Source: an optimization exercise on an open RTL-to-GDS flow (aim: small area and a short achievable clock period). Production flows keep margins and buffers that such runs may drop. The RTL was checked by simulation tests, not by an equivalence proof against the original design. No activity file was given, so power comes from the tool's default toggle rates.

Design mips_pipe, start of the top module:
module mips_pipe (
    input         clk,
    input         rst_n,
    input         irq,
    output [31:0] imem_addr,
    input  [31:0] imem_data,
    output        dmem_re,
    output        dmem_we,
    output [31:0] dmem_addr,
    output [31:0] dmem_wdata,
    input  [31:0] dmem_rdata
);
==> flow/config.mk <==
export PLATFORM = sky130hd
export DESIGN_NAME = mips_pipe
export DESIGN_NICKNAME = mips_pipe
export VERILOG_FILES = /design/flow/design.v
export SDC_FILE = /design/flow/constraint.sdc
export NUM_CORES = 8
export LEC_CHECK = 0
export CAP_MARGIN = 20
export CORE_MARGIN = 2
export CORE_UTILIZATION = 40
export CTS_CLUSTER_DIAMETER = 100
export CTS_CLUSTER_SIZE = 22
export SLEW_MARGIN = 20
==> flow/constraint.sdc <==
create_clock -name core_clock -period 10.5 [get_ports {clk}]
set_input_delay 2.1000 -clock core_clock [delete_from_list [all_inputs] [get_ports {clk}]]
set_output_delay 2.1000 -clock core_clock [all_outputs]
set_load 0.01 [all_outputs]
standard.sh (not shown) runs the stock make flow with config.mk's settings and CLKGATE_MAP_FILE= SYNTH_SCRIPT=/design/flow/synth_recipe.tcl, a recipe that flattens the netlist after the stock synthesis.
==> flow/flow/run.sh <==
#!/bin/bash
set -euo pipefail
MARGIN=${MARGIN:-7.05}
PORTBUF=${PORTBUF:-sky130_fd_sc_hd__buf_2}
bash standard.sh synth > log_synth.txt 2>&1
for step in floorplan place cts route finish; do
  bash standard.sh "SETUP_SLACK_MARGIN=$MARGIN" \
    "BUFFER_PORTS_ARGS=-buffer_cell $PORTBUF" $step > log_$step.txt 2>&1
done
test -f out/final.def
Rerun with:
--- a/flow/flow/run.sh
+++ b/flow/flow/run.sh
@@ -3 +3 @@
-MARGIN=${MARGIN:-7.05}
+MARGIN=${MARGIN:-7.25}
Synthesized cell count is unchanged.
Worst setup slack gains 16 ps.
Register-to-register slack gains 20 ps.
Synthesized area stays the same.
Core utilization climbs by 2.3 points.
Rerun with:
--- a/flow/flow/run.sh
+++ b/flow/flow/run.sh
@@ -3 +3 @@
-MARGIN=${MARGIN:-7.25}
+MARGIN=${MARGIN:-7.1}
TNS_END_PERCENT = 5   (was unset)
After rerunning: The changed run passed the timing, design-rule and antenna checks. Design area decreases by 7.3%. Combinational power went down by 23%. Critical path depth is lower by 4. Power goes down by 12%. Core utilization came out lower by 3.6 points. Area after synthesis stays the same. Clock skew shrinks by 19 ps. Clock-buffer cell count decreases by 10.
Rerun with:
--- a/flow/flow/run.sh
+++ b/flow/flow/run.sh
@@ -3 +3 @@
-MARGIN=${MARGIN:-7.1}
+MARGIN=${MARGIN:-6.75}
TNS_END_PERCENT = unset   (was 5)
Effect: The changed run went through all stages and came out clean. Wire length goes down by 0.70%. Sequential share of layout area rose by 0.78 points. Clock power climbs by about 2%. Global-route usage is about the same. Sequential power drops by about 0.6%. Final cell count went down by 0.49%. Synthesized cell count does not change. Sequential cell count stays the same. Area after synthesis stays the same. Via count fell by 1.5%.
Rerun with:
--- a/flow/flow/run.sh
+++ b/flow/flow/run.sh
@@ -3 +3 @@
-MARGIN=${MARGIN:-6.75}
+MARGIN=${MARGIN:-6.9}
After rerunning:
- The changed run finished with timing, DRC and antenna clean
- global-route usage is higher by 0.93 points
- register-to-register slack is better by 190 ps
- wire length increases by a few percent


## v28
Another version of the RTL of mips_pipe (not shown whole).
For scale: roughly 5200 cells after synthesis, about 1300 flip-flops, ~170 I/O pins, about 63000 sq um of cells after synthesis.
==> flow/design.v (excerpt) <==
module mips_pipe (
    input         clk,
    input         rst_n,
    input         irq,
    output [31:0] imem_addr,
    input  [31:0] imem_data,
    output        dmem_re,
    output        dmem_we,
    output [31:0] dmem_addr,
    output [31:0] dmem_wdata,
    input  [31:0] dmem_rdata
);
Settings: LEC_CHECK=0, CAP_MARGIN=20, CORE_MARGIN=2, CORE_UTILIZATION=40, CTS_CLUSTER_DIAMETER=100, CTS_CLUSTER_SIZE=22, SLEW_MARGIN=20; clock period 10.5 ns.
==> flow/flow/run.sh <==
#!/bin/bash
set -euo pipefail
MARGIN=${MARGIN:-6.75}
PORTBUF=${PORTBUF:-sky130_fd_sc_hd__buf_2}
bash standard.sh synth > log_synth.txt 2>&1
for step in floorplan place cts route finish; do
  bash standard.sh "SETUP_SLACK_MARGIN=$MARGIN" \
    "BUFFER_PORTS_ARGS=-buffer_cell $PORTBUF" $step > log_$step.txt 2>&1
done
test -f out/final.def
--- input diff v28..v9 ---
--- a/flow/flow/run.sh
+++ b/flow/flow/run.sh
@@ -1,5 +1,5 @@
 #!/bin/bash
 set -euo pipefail
-MARGIN=${MARGIN:-6.75}
+MARGIN=${MARGIN:-7.05}
 PORTBUF=${PORTBUF:-sky130_fd_sc_hd__buf_2}
 bash standard.sh synth > log_synth.txt 2>&1
Findings:
- First-iteration DRC count, v28 and v9: smaller value in v9
- v9: total vias in the final route about 2% above v28
- Comparing v28 and v9, the higher clock buffer count is on v28.
- In v9, the portion of total power attributed to combinational logic came out 4.9 points above the value in v28.
- Worst slack at placement was lower in the run labelled v9.
- The run showing the smaller largest incremental delay on the critical path is v9.
- Timing-limited maximum frequency: v9 vs v28 up about 5.6%
- Changes observed in v9 relative to v28: fraction of standard cell area that is sequential -2.3 points; global routing usage summed across all routing layers +0.46 points.
Setup changes, v9 to v57
--- a/flow/flow/run.sh
+++ b/flow/flow/run.sh
@@ -1,5 +1,5 @@
 #!/bin/bash
 set -euo pipefail
-MARGIN=${MARGIN:-7.05}
+MARGIN=${MARGIN:-6.9}
 PORTBUF=${PORTBUF:-sky130_fd_sc_hd__buf_2}
 bash standard.sh synth > log_synth.txt 2>&1
--- a/flow/config.mk
+++ b/flow/config.mk
@@ -8,5 +8,5 @@
 export CAP_MARGIN = 20
 export CORE_MARGIN = 2
-export CORE_UTILIZATION = 40
+export CORE_UTILIZATION = 45
 export CTS_CLUSTER_DIAMETER = 100
 export CTS_CLUSTER_SIZE = 22
Notes after the runs:
- v57 closes out successfully: all stages finished, all timing, DRC and antenna checks passed.
- v57 can be clocked faster than v9.
- [compare] base=v9 new=v57: sequential cell power rose about 2%, routed wire length fell 3900 microns, layout-stage area growth over the synthesis result fell 4.0 points, power spent charging and discharging nets fell 380 uW.
- In v57, the overall via count from detail_route came out 1001 below the value in v9.
- v57 vs v9 — share of cells above drive strength 1 dropped 4.1 points.
- Between v9 and v57, the proportion of total power due to net switching figures differ only marginally.
> inputs changed (v57 -> v2)
--- a/flow/flow/run.sh
+++ b/flow/flow/run.sh
@@ -1,5 +1,5 @@
 #!/bin/bash
 set -euo pipefail
-MARGIN=${MARGIN:-6.9}
+MARGIN=${MARGIN:-7.0}
 PORTBUF=${PORTBUF:-sky130_fd_sc_hd__buf_2}
 bash standard.sh synth > log_synth.txt 2>&1
--- a/flow/config.mk
+++ b/flow/config.mk
@@ -8,5 +8,5 @@
 export CAP_MARGIN = 20
 export CORE_MARGIN = 2
-export CORE_UTILIZATION = 45
+export CORE_UTILIZATION = 50
 export CTS_CLUSTER_DIAMETER = 100
 export CTS_CLUSTER_SIZE = 22
### Flow results
The launch point of the worst path comes out EX_A[25] in one run and ID_rs[11] in the other, namely in v2 and v57 respectively.
Relative to v57, logic gate share of total power has increased by 2.1 points in v2.
Row count sits lower in v2 than in v57.
Compared with v57, in v2 net total in the final layout up 73, net switching share of the total power decreased by 0.19 points relative to the old numbers, initial antenna violation count now sits lower.


## umber
mips_pipe again, from the RTL that the note above started with.
export LEC_CHECK = 0
export CAP_MARGIN = 20
export CORE_MARGIN = 2
export CORE_UTILIZATION = 50
export CTS_CLUSTER_DIAMETER = 100
export CTS_CLUSTER_SIZE = 22
export SLEW_MARGIN = 20
create_clock -name core_clock -period 10.5 [get_ports {clk}]
==> flow/flow/run.sh <==
#!/bin/bash
set -euo pipefail
MARGIN=${MARGIN:-6.9}
PORTBUF=${PORTBUF:-sky130_fd_sc_hd__buf_2}
bash standard.sh synth > log_synth.txt 2>&1
for step in floorplan place cts route finish; do
  bash standard.sh "SETUP_SLACK_MARGIN=$MARGIN" \
    "BUFFER_PORTS_ARGS=-buffer_cell $PORTBUF" $step > log_$step.txt 2>&1
done
test -f out/final.def
## Diff of input files: cedar against umber
-- flow/config.mk --
<<< umber, line 9
export CORE_MARGIN = 2
export CORE_UTILIZATION = 50
export CTS_CLUSTER_DIAMETER = 100
>>> cedar, line 9
export CORE_MARGIN = 2
export CORE_UTILIZATION = 60
export CTS_CLUSTER_DIAMETER = 100
Findings:
No stage failed in cedar, and the final checks on the layout all came back clean. Diff umber -> cedar | maximum frequency | decrease of about 1.7%. Lower final period demand of the worst path among cedar and umber: umber. Cell count after placement, cedar vs umber: down by a few percent. ~same clock power in cedar and umber. Per the comparison of cedar with umber, global-route wire length before repair went down, area added between synthesis and finish went down, global-route usage went up. From umber to cedar the numbers moved as follows: cell area after layout went down by 1.5%, net switching power of the design fell by 2.1%, total number of tap cells went down by 16%. cedar ended with less power than umber.
Edits applied to the flow inputs when going from cedar to sierra:
-- flow/config.mk --
<<< cedar, line 9
export CORE_MARGIN = 2
export CORE_UTILIZATION = 60
export CTS_CLUSTER_DIAMETER = 100
>>> sierra, line 9
export CORE_MARGIN = 2
export CORE_UTILIZATION = 40
export CTS_CLUSTER_DIAMETER = 100
==> run notes <==
sierra reached the end of the flow, and the finished layout is clean on the timing, design-rule and antenna checks. Any difference in overall power of the completed layout between sierra and cedar is small enough to ignore. sierra reports its worst setup path startpoint as ID_rs[10]$_SDFFE_PP0N_ while cedar reports EX_sub$_DFF_P_. Global-route wire length before repair: sierra and cedar compared, higher one is sierra. Length of routed met3 wiring: sierra and cedar compared, higher one is cedar. As of sierra, design area had risen slightly compared to cedar. Against cedar, non-clock buffer instance count of the final layout in sierra rose slightly. Re worst slack at placement: sierra is 0.33 ns up on cedar. Diff cedar -> sierra: met1 wire length grew by 13%; fmax shrank by about 0.35%.

==> re-timing with driven ports <==
Ports are ideal in the flow. The routed layouts listed here were re-timed in OpenROAD. Step 1: set_driving_cell puts a clkbuf_16 on clk and a buf_2 on each other input, an assumption about the parent block. Step 2 also shifts input and output timing later by t, the mid clock arrival at the registers, as if the neighbouring blocks saw the same clock. Slacks: ideal / step 1 / step 2; pairs: ideal / step 1.
| run | t (ns) | setup slack, ns | worst slew at a driven data input, ns | pins driven straight from the clock port |
|---|---|---|---|---|
| the first run of note 1 | 0.803 | 6.856 / 6.826 / 6.285 | 0.10 | 1 |
| the second run of note 1 | 0.801 | 6.873 / 6.857 / 6.267 | 0.11 | 1 |
| the third run of note 1 | 0.807 | 6.642 / 6.642 / 6.094 | 0.11 | 1 |
| the fourth run of note 1 | 0.829 | 6.570 / 6.570 / 5.988 | 0.13 | 1 |
| the fifth run of note 1 | 0.812 | 6.765 / 6.765 / 6.091 | 0.10 | 1 |
| v28 | 0.794 | 6.483 / 6.534 / 5.739 | 0.08 | 1 |
| v9 | 0.810 | 6.695 / 6.695 / 6.064 | 0.08 | 1 |
| v57 | 0.804 | 6.767 / 6.767 / 6.151 | 0.07 | 1 |
| v2 | 0.792 | 6.814 / 6.814 / 6.106 | 0.05 | 1 |
| umber | 0.782 | 6.724 / 6.724 / 6.115 | 0.04 | 1 |
| cedar | 0.808 | 6.659 / 6.659 / 6.115 | 0.04 | 1 |
| sierra | 0.798 | 6.646 / 6.646 / 6.168 | 0.07 | 1 |
After both steps every run listed still meets setup and hold. For v28, which loses most, drivers alone change the setup slack by +0.051 ns; drivers and shift together by -0.744 ns.
